Context: an optimization exercise on an open-source flow, tuned for small area and a short achievable clock period. The choices shown serve that exercise and are no tape-out recipe. Where RTL was checked, it was by simulation tests only, not by an equivalence proof against the original.

== zinc ==
==> flow/design.v (excerpt) <==
module cubic_fixed #(
    parameter int WID     = 16,    
    parameter int FBITS   = 8      
)(
    input  logic                        clk,
    input  logic                        rst,
    input  logic signed [WID-1:0]       x,
    input  logic signed [WID-1:0]       a0,
    input  logic signed [WID-1:0]       a1,
    input  logic signed [WID-1:0]       a2,
    output logic signed [WID-1:0]       y
);
export LEC_CHECK = 0
export ABC_AREA = 1
export CAP_MARGIN = 20
export CORE_MARGIN = 2
export CORE_UTILIZATION = 40
export SLEW_MARGIN = 20
export SYNTH_HIERARCHICAL = 1
create_clock -name core_clock -period 15.0 [get_ports {clk}]
standard.sh (not shown) runs the stock make flow with config.mk's settings and CLKGATE_MAP_FILE= SYNTH_SCRIPT=/design/flow/synth_recipe.tcl, a recipe that flattens the netlist after the stock synthesis.
==> flow/flow/run.sh <==
#!/bin/bash
# Standard ORFS layout (the standard.sh) with two changes:
#  - port buffers use buf_2 instead of the default delay-buffer cell;
#  - timing repair (after floorplan, CTS and global routing) aims for
#    8.5 ns of setup slack at the 15 ns clock, so the resizer sizes the
#    critical paths.  The SDC (clock period, I/O delays, load) is unchanged.
# Each ORFS step writes its own log under orfs/logs/; make's output goes to
# standard.log.
set -euo pipefail
export BUFFER_PORTS_ARGS="-buffer_cell sky130_fd_sc_hd__buf_2"
export SETUP_SLACK_MARGIN=8.5
bash standard.sh > standard.log 2>&1
--- input diff zinc..indigo ---
==> flow/flow/run.sh <==
#!/bin/bash
# Standard ORFS layout (the standard.sh) with two changes:
#  - port buffers use buf_4 instead of the default delay-buffer cell;
#  - timing repair (after floorplan, CTS and global routing) aims for
#    8.5 ns of setup slack at the 15 ns clock, so the resizer sizes the
#    critical paths.  The SDC (clock period, I/O delays, load) is unchanged.
# Each ORFS step writes its own log under orfs/logs/; make's output goes to
# standard.log.
set -euo pipefail
export BUFFER_PORTS_ARGS="-buffer_cell sky130_fd_sc_hd__buf_4"
export SETUP_SLACK_MARGIN=8.5
bash standard.sh > standard.log 2>&1
-- flow/config.mk --
<<< zinc, line 7
export LEC_CHECK = 0
export ABC_AREA = 1
export CAP_MARGIN = 20
>>> indigo, line 7
export LEC_CHECK = 0
export ABC_AREA = 0
export CAP_MARGIN = 20
Final cell area: indigo above zinc
Compared to zinc, indigo has minimum clock period 200 ps higher.
For total iterations of the first detailed-routing run, zinc and indigo come out practically identical.
For zinc, the commonest non-fill, non-tap cell in the layout was sky130_fd_sc_hd__nand2_1, unlike indigo, where it was sky130_fd_sc_hd__xnor2_1.
indigo: critical path depth 7 above zinc
Utilization in indigo is 3.9 points higher than in zinc
Here is what was changed in the inputs of fjord compared with indigo.
-- flow/config.mk --
<<< indigo, line 7
export LEC_CHECK = 0
export ABC_AREA = 0
export CAP_MARGIN = 20
>>> fjord, line 7
export LEC_CHECK = 0
export ABC_AREA = 1
export CAP_MARGIN = 20
[summary]
| count of vias placed by the detailed router | fjord vs indigo | worse |. fjord vs. indigo: final critical-path required period down 250 ps; pin count of the biggest net entering global routing down about 28%; cell area after layout flat. Final worst setup slack: fjord better than indigo. The sequential share of layout area of fjord and that of indigo are within noise of each other. Measured against each other, fjord and indigo differ in fraction of the mapped netlist area in compound gates, the lower figure coming from fjord. Between indigo and fjord, the flow reports global-route wire length before repair increasing by a little under 10%. Share of the clock period used by the worst path after layout for fjord: 1.7 points down relative to indigo.
diff inputs: fjord => harbor
==> flow/flow/run.sh <==
#!/bin/bash
# Standard ORFS layout (the standard.sh) with two changes:
#  - port buffers use buf_1 instead of the default delay-buffer cell;
#  - timing repair (after floorplan, CTS and global routing) aims for
#    8.5 ns of setup slack at the 15 ns clock, so the resizer sizes the
#    critical paths.  The SDC (clock period, I/O delays, load) is unchanged.
# Each ORFS step writes its own log under orfs/logs/; make's output goes to
# standard.log.
set -euo pipefail
export BUFFER_PORTS_ARGS="-buffer_cell sky130_fd_sc_hd__buf_1"
export SETUP_SLACK_MARGIN=8.5
bash standard.sh > standard.log 2>&1
==> run notes <==
- Looking at worst setup path endpoint, the x2_s0[11]$_SDFF_PP1_ result is from harbor; the x2_s0[14]$_SDFF_PP1_ one comes from fjord.
- Worst reg-to-reg path cell count for harbor is lower than for fjord.
- harbor vs. fjord: minimum clock period after layout went down by 7.3 ps.
- Global-route usage over all layers (lower): harbor
- Re met3 usage in global routing: harbor and fjord aren't equal, and the lower value belongs to harbor.
No run of this note included a check of the RTL's function; only the layout flow was run.

========
Another version of the RTL of cubic_fixed (not shown whole).
For scale: about 130 flip-flops, roughly 82 I/O pins, roughly 25000 um2 of cells after synthesis.
make LEC_CHECK=0 ABC_AREA=1 CAP_MARGIN=20 CORE_MARGIN=2 CORE_UTILIZATION=40 CTS_BUF_LIST='sky130_fd_sc_hd__clkbuf_4 sky130_fd_sc_hd__clkbuf_8' SLEW_MARGIN=20 SYNTH_HIERARCHICAL=1 finish   # period 15.0 ns
run.sh (not shown) runs the stock make flow with config.mk's settings and CLKGATE_MAP_FILE= SYNTH_SCRIPT=/design/flow/synth_recipe.tcl, a recipe that flattens the netlist after the stock synthesis.
Stock flow here: none of the scripts above is used.
The first run completed without violations.
Next try:
==> flow/flow/run.sh (new file) <==
#!/bin/bash
# Standard ORFS layout (the standard.sh) with two changes:
#  - port buffers use buf_1 instead of the default delay-buffer cell;
#  - timing repair (after floorplan, CTS and global routing) aims for
#    9 ns of setup slack at the 15 ns clock, so the resizer sizes the
#    critical paths.  The SDC (clock period, I/O delays, load) is unchanged.
# Each ORFS step writes its own log under orfs/logs/; make's output goes to
# standard.log.
set -euo pipefail
export BUFFER_PORTS_ARGS="-buffer_cell sky130_fd_sc_hd__buf_1"
export SETUP_SLACK_MARGIN=9
bash standard.sh > standard.log 2>&1
==> flow/standard.sh (new file) <==
#!/bin/bash
# synth_recipe.tcl (not shown) runs the flow's synth.tcl, then flattens the netlist and writes it again
# the make line also repeats each setting of config.mk as NAME=value (left out here)
make -C /OpenROAD-flow-scripts/flow DESIGN_CONFIG=/design/flow/config.mk WORK_HOME=/design/flow/orfs CLKGATE_MAP_FILE= SYNTH_SCRIPT=/design/flow/synth_recipe.tcl "${@:-finish}"
removed: flow/run.sh
- die area is unchanged
- worst hold slack hardly moves
- setup slack improves by 1.2 ns

========
Another version of the RTL of cubic_fixed (not shown whole).
Size in the first run: ~3200 cells after synthesis, roughly 0.025 mm^2 of cells after synthesis.
## cubic_fixed
module cubic_fixed #(
    parameter int WID     = 16,    
    parameter int FBITS   = 8      
)(
    input  logic                        clk,
    input  logic                        rst,
    input  logic signed [WID-1:0]       x,
    input  logic signed [WID-1:0]       a0,
    input  logic signed [WID-1:0]       a1,
    input  logic signed [WID-1:0]       a2,
    output logic signed [WID-1:0]       y
);
clock: 15.0 ns
lec_check: 0
abc_area: 1
cap_margin: 20
core_margin: 2
core_utilization: 40
slew_margin: 20
synth_hierarchical: 1
standard.sh (not shown) runs the stock make flow with config.mk's settings and CLKGATE_MAP_FILE= SYNTH_SCRIPT=/design/flow/synth_recipe.tcl, a recipe that flattens the netlist after the stock synthesis.
==> flow/flow/run.sh <==
#!/bin/bash
# Standard ORFS layout (the standard.sh) with two changes:
#  - port buffers use buf_1 instead of the default delay-buffer cell;
#  - timing repair (after floorplan, CTS and global routing) aims for
#    10 ns of setup slack at the 15 ns clock, so the resizer sizes the
#    critical paths.  The SDC (clock period, I/O delays, load) is unchanged.
# Each ORFS step writes its own log under orfs/logs/; make's output goes to
# standard.log.
set -euo pipefail
export BUFFER_PORTS_ARGS="-buffer_cell sky130_fd_sc_hd__buf_1"
export SETUP_SLACK_MARGIN=10
bash standard.sh > standard.log 2>&1
==> next run, changes <==
--- a/flow/flow/run.sh
+++ b/flow/flow/run.sh
@@ -4,3 +4,3 @@
 #  - timing repair (after floorplan, CTS and global routing) aims for
-#    10 ns of setup slack at the 15 ns clock, so the resizer sizes the
+#    9.5 ns of setup slack at the 15 ns clock, so the resizer sizes the
 #    critical paths.  The SDC (clock period, I/O delays, load) is unchanged.
@@ -10,3 +10,3 @@
 export BUFFER_PORTS_ARGS="-buffer_cell sky130_fd_sc_hd__buf_1"
-export SETUP_SLACK_MARGIN=10
+export SETUP_SLACK_MARGIN=9.5
 bash standard.sh > standard.log 2>&1
Setup slack gets better by 0.021 ns; first-iteration DRC count went down by a little under a tenth; via count went down slightly; routed wire length went down slightly.
==> next run, changes <==
--- a/flow/flow/run.sh
+++ b/flow/flow/run.sh
@@ -4,3 +4,3 @@
 #  - timing repair (after floorplan, CTS and global routing) aims for
-#    9.5 ns of setup slack at the 15 ns clock, so the resizer sizes the
+#    9 ns of setup slack at the 15 ns clock, so the resizer sizes the
 #    critical paths.  The SDC (clock period, I/O delays, load) is unchanged.
@@ -10,3 +10,3 @@
 export BUFFER_PORTS_ARGS="-buffer_cell sky130_fd_sc_hd__buf_1"
-export SETUP_SLACK_MARGIN=9.5
+export SETUP_SLACK_MARGIN=9
 bash standard.sh > standard.log 2>&1
Outcome:
- die area stays the same
- flip-flop and latch count does not change
- setup slack degrades by 0.14 ns
- cell count falls by a few percent

========
Another version of the RTL of cubic_fixed (not shown whole).
For scale: about 3500 cells after synthesis, ~25000 um^2 of cells after synthesis.
==> flow/design.v (excerpt) <==
module cubic_fixed #(
    parameter int WID     = 16,    
    parameter int FBITS   = 8      
)(
    input  logic                        clk,
    input  logic                        rst,
    input  logic signed [WID-1:0]       x,
    input  logic signed [WID-1:0]       a0,
    input  logic signed [WID-1:0]       a1,
    input  logic signed [WID-1:0]       a2,
    output logic signed [WID-1:0]       y
);
export LEC_CHECK = 0
export ABC_AREA = 1
export CAP_MARGIN = 20
export CORE_MARGIN = 2
export CORE_UTILIZATION = 40
export SLEW_MARGIN = 20
create_clock -name core_clock -period 15.0 [get_ports {clk}]
==> flow/flow/run.sh <==
#!/bin/bash
# Standard ORFS layout (the standard.sh) with two changes:
#  - port buffers use buf_4 instead of the default delay-buffer cell;
#  - timing repair (after floorplan, CTS and global routing) aims for
#    0 ns of setup slack at the 15 ns clock, so the resizer sizes the
#    critical paths.  The SDC (clock period, I/O delays, load) is unchanged.
# Each ORFS step writes its own log under orfs/logs/; make's output goes to
# standard.log.
set -euo pipefail
export BUFFER_PORTS_ARGS="-buffer_cell sky130_fd_sc_hd__buf_4"
export SETUP_SLACK_MARGIN=0
bash standard.sh > standard.log 2>&1
==> next run, changes <==
==> flow/flow/run.sh (replaced) <==
#!/bin/bash
# Standard ORFS layout (the standard.sh) with two changes:
#  - port buffers use buf_4 instead of the default delay-buffer cell;
#  - timing repair (after floorplan, CTS and global routing) aims for
#    9 ns of setup slack at the 15 ns clock, so the resizer sizes the
#    critical paths.  The SDC (clock period, I/O delays, load) is unchanged.
# Each ORFS step writes its own log under orfs/logs/; make's output goes to
# standard.log.
set -euo pipefail
export BUFFER_PORTS_ARGS="-buffer_cell sky130_fd_sc_hd__buf_4"
export SETUP_SLACK_MARGIN=9
bash standard.sh > standard.log 2>&1
- register-to-register slack improved by 1.2 ns
- die area stays the same
- worst setup slack improves by 1.1 ns
- wire length is higher by 7.0%
- design area rose by 13%
- non-clock buffer count came out higher by 142
- critical path depth went down by 4
==> next run, changes <==
==> flow/flow/run.sh (replaced) <==
#!/bin/bash
# Standard ORFS layout (the standard.sh) with two changes:
#  - port buffers use buf_4 instead of the default delay-buffer cell;
#  - timing repair (after floorplan, CTS and global routing) aims for
#    8 ns of setup slack at the 15 ns clock, so the resizer sizes the
#    critical paths.  The SDC (clock period, I/O delays, load) is unchanged.
# Each ORFS step writes its own log under orfs/logs/; make's output goes to
# standard.log.
set -euo pipefail
export BUFFER_PORTS_ARGS="-buffer_cell sky130_fd_sc_hd__buf_4"
export SETUP_SLACK_MARGIN=8
bash standard.sh > standard.log 2>&1
What happened: The changed run produced a clean layout. Global-route usage drops by 0.59 points. Die area stays the same. Synthesized area is unchanged. Design area drops by 11%. Clock skew drops by 0.0082 ns. Worst hold slack stays flat. Wire length drops by about 7%.
Function was not checked in any run of this note: the RTL went through the layout flow alone.

========
== run A ==
cubic_fixed, a different RTL version from the one above (not shown whole).
For scale: ~3000 cells after synthesis, ~82 I/O pins.
// cubic_fixed
module cubic_fixed #(
    parameter int WID     = 16,    
    parameter int FBITS   = 8      
)(
    input  logic                        clk,
    input  logic                        rst,
    input  logic signed [WID-1:0]       x,
    input  logic signed [WID-1:0]       a0,
    input  logic signed [WID-1:0]       a1,
    input  logic signed [WID-1:0]       a2,
    output logic signed [WID-1:0]       y
);
Settings: LEC_CHECK=0, ABC_AREA=1, CAP_MARGIN=20, CORE_MARGIN=2, CORE_UTILIZATION=40, SLEW_MARGIN=20, SYNTH_HIERARCHICAL=1; clock period 15.0 ns.
==> flow/flow/run.sh <==
#!/bin/bash
# Standard ORFS layout (the standard.sh) with two changes:
#  - port buffers use buf_1 instead of the default delay-buffer cell;
#  - timing repair (after floorplan, CTS and global routing) aims for
#    9 ns of setup slack at the 15 ns clock, so the resizer sizes the
#    critical paths.  The SDC (clock period, I/O delays, load) is unchanged.
# Each ORFS step writes its own log under orfs/logs/; make's output goes to
# standard.log.
set -euo pipefail
export BUFFER_PORTS_ARGS="-buffer_cell sky130_fd_sc_hd__buf_1"
export SETUP_SLACK_MARGIN=9
bash standard.sh > standard.log 2>&1
Inputs modified between run A and run B:
==> flow/flow/run.sh <==
#!/bin/bash
# Standard ORFS layout (the standard.sh) with two changes:
#  - port buffers use buf_1 instead of the default delay-buffer cell;
#  - timing repair (after floorplan, CTS and global routing) aims for
#    9.5 ns of setup slack at the 15 ns clock, so the resizer sizes the
#    critical paths.  The SDC (clock period, I/O delays, load) is unchanged.
# Each ORFS step writes its own log under orfs/logs/; make's output goes to
# standard.log.
set -euo pipefail
export BUFFER_PORTS_ARGS="-buffer_cell sky130_fd_sc_hd__buf_1"
export SETUP_SLACK_MARGIN=9.5
bash standard.sh > standard.log 2>&1
--- outcome ---
- Compared with run A, in run B post-layout utilization of the core went up 5.6 points; total instance count after detailed placement held.
- For run B, the origin of the worst setup path was x[11], unlike run A, where it was x[1].
- Taking run A as the reference, in run B met3 routing resource usage after global routing went down 0.34 points, sequential share of cell area fell by 0.91 points, hold slack shows no meaningful change.
- Run B vs. run A: wire length of the first global-routing pass went up by about 5%.
- Run B completed every stage of the flow, and the final layout passed the timing, design-rule and antenna checks.
#### Input delta (run C over run B)
Settings: putting TNS_END_PERCENT at 0 where nothing was set.
==> flow/flow/run.sh <==
#!/bin/bash
# Standard ORFS layout (the standard.sh) with two changes:
#  - port buffers use buf_1 instead of the default delay-buffer cell;
#  - timing repair (after floorplan, CTS and global routing) aims for
#    9 ns of setup slack at the 15 ns clock, so the resizer sizes the
#    critical paths.  The SDC (clock period, I/O delays, load) is unchanged.
# Each ORFS step writes its own log under orfs/logs/; make's output goes to
# standard.log.
set -euo pipefail
export BUFFER_PORTS_ARGS="-buffer_cell sky130_fd_sc_hd__buf_1"
export SETUP_SLACK_MARGIN=9
bash standard.sh > standard.log 2>&1
Notes after the runs:
When run C is set beside run B, its placed cell area turns out to be 180 µm² smaller.
Summary: relative slew slack, run C worse than run B
In the metrics for run C and run B, the one carrying the lower buffer count excluding the clock tree in the final layout is run C.
No functional check of the RTL was part of any run of this note.

========
Another version of the RTL of cubic_fixed (not shown whole).
For scale: roughly 3100 cells after synthesis, about 82 I/O pins, about 24000 um2 of cells after synthesis.
==> flow/config.mk <==
export PLATFORM = sky130hd
export DESIGN_NAME = cubic_fixed
export DESIGN_NICKNAME = cubic_fixed
export VERILOG_FILES = /design/flow/design.v
export SDC_FILE = /design/flow/constraint.sdc
export NUM_CORES = 4
export LEC_CHECK = 0
export ABC_AREA = 1
export CAP_MARGIN = 20
export CORE_MARGIN = 2
export CORE_UTILIZATION = 40
export SLEW_MARGIN = 20
export SYNTH_HIERARCHICAL = 1
==> flow/constraint.sdc <==
create_clock -name core_clock -period 15.0 [get_ports {clk}]
set_input_delay 3.0000 -clock core_clock [delete_from_list [all_inputs] [get_ports {clk}]]
set_output_delay 3.0000 -clock core_clock [all_outputs]
set_load 0.01 [all_outputs]
==> flow/flow/run.sh <==
#!/bin/bash
# Standard ORFS layout (the standard.sh) with two changes:
#  - port buffers use buf_4 instead of the default delay-buffer cell;
#  - timing repair (after floorplan, CTS and global routing) aims for
#    8.5 ns of setup slack at the 15 ns clock, so the resizer sizes the
#    critical paths.  The SDC (clock period, I/O delays, load) is unchanged.
# Each ORFS step writes its own log under orfs/logs/; make's output goes to
# standard.log.
set -euo pipefail
export BUFFER_PORTS_ARGS="-buffer_cell sky130_fd_sc_hd__buf_4"
export SETUP_SLACK_MARGIN=8.5
bash standard.sh > standard.log 2>&1
The first run completed with no timing, DRC or antenna violations.
Change:
CORE_UTILIZATION = 60   (was 40)
PLACE_DENSITY = 0.7   (was unset)
After rerunning: Setup slack is better by 0.067 ns. Final area went down by about 1.3%. Die area went down by about 33%.
Change:
--- a/flow/flow/run.sh
+++ b/flow/flow/run.sh
@@ -5 +5 @@
-#    8.5 ns of setup slack at the 15 ns clock, so the resizer sizes the
+#    8 ns of setup slack at the 15 ns clock, so the resizer sizes the
@@ -11 +11 @@
-export SETUP_SLACK_MARGIN=8.5
+export SETUP_SLACK_MARGIN=8
CORE_UTILIZATION = 40   (was 60)
PLACE_DENSITY = unset   (was 0.7)
The new run passed the timing, design-rule and antenna checks. Count of clock-buffer cells in the layout decreases by 7. Design area hardly moves. Hold slack is worse by 0.0095 ns. Cell count increases by a few percent. Register-to-register slack is worse by 0.32 ns. First-iteration DRC count decreases by about a fifth. Area after synthesis stays the same. Global-route usage decreases by 13 points.

## separate check: timing with driven ports
How much do the figures lean on ideal ports? The routed layouts below were timed once more, with nothing changed but the port constraints. Step 1 (the two cells are an assumption about what drives the block):
set clk [get_ports {clk}]
set_driving_cell -lib_cell sky130_fd_sc_hd__clkbuf_16 $clk
set_driving_cell -lib_cell sky130_fd_sc_hd__buf_2 [delete_from_list [all_inputs] $clk]
Step 2, shift: input delay + t, output delay - t, t = (earliest + latest rising clock arrival at the registers) / 2. This alone moves slack from input paths to output paths. a / b / c = no drivers / after step 1 / after step 2; a / b = the first two.
run | shift t [ns] | slack for setup (ns) | worst setup path after step 2 | pins driven straight from the clock port
zinc | 0.534 | 8.753 / 8.756 / 8.259 | input to register | 1
indigo | 0.510 | 8.552 / 8.518 / 8.051 | input to register | 1
fjord | 0.534 | 8.801 / 8.818 / 8.309 | input to register | 1
harbor | 0.526 | 8.808 / 8.838 / 8.318 | input to register | 1
the first run of note 2 | 0.597 | 8.003 / 8.003 / 7.650 | input to register | 1
the second run of note 2 | 0.616 | 9.165 / 9.205 / 8.589 | input to register | 1
the first run of note 3 | 0.537 | 9.255 / 9.257 / 8.720 | input to register | 1
the second run of note 3 | 0.540 | 9.276 / 9.291 / 8.764 | input to register | 1
the third run of note 3 | 0.532 | 9.133 / 9.155 / 8.623 | input to register | 1
the first run of note 4 | 0.530 | 7.944 / 7.944 / 7.944 | register to register | 1
the second run of note 4 | 0.544 | 9.000 / 8.974 / 8.429 | input to register | 1
the third run of note 4 | 0.529 | 8.434 / 8.434 / 7.991 | input to register | 1
run A | 0.530 | 9.141 / 9.147 / 8.637 | input to register | 1
run B | 0.532 | 9.238 / 9.233 / 8.707 | input to register | 1
run C | 0.530 | 9.010 / 9.010 / 8.545 | input to register | 1
the first run of note 6 | 0.532 | 8.705 / 8.740 / 8.208 | input to register | 1
the second run of note 6 | 0.531 | 8.771 / 8.771 / 8.288 | input to register | 1
the third run of note 6 | 0.532 | 8.454 / 8.454 / 8.211 | input to register | 1
After both steps setup and hold are still met in every run listed. For the second run of note 2, which loses most, drivers alone change the setup slack by +0.040 ns; drivers and shift together by -0.576 ns.
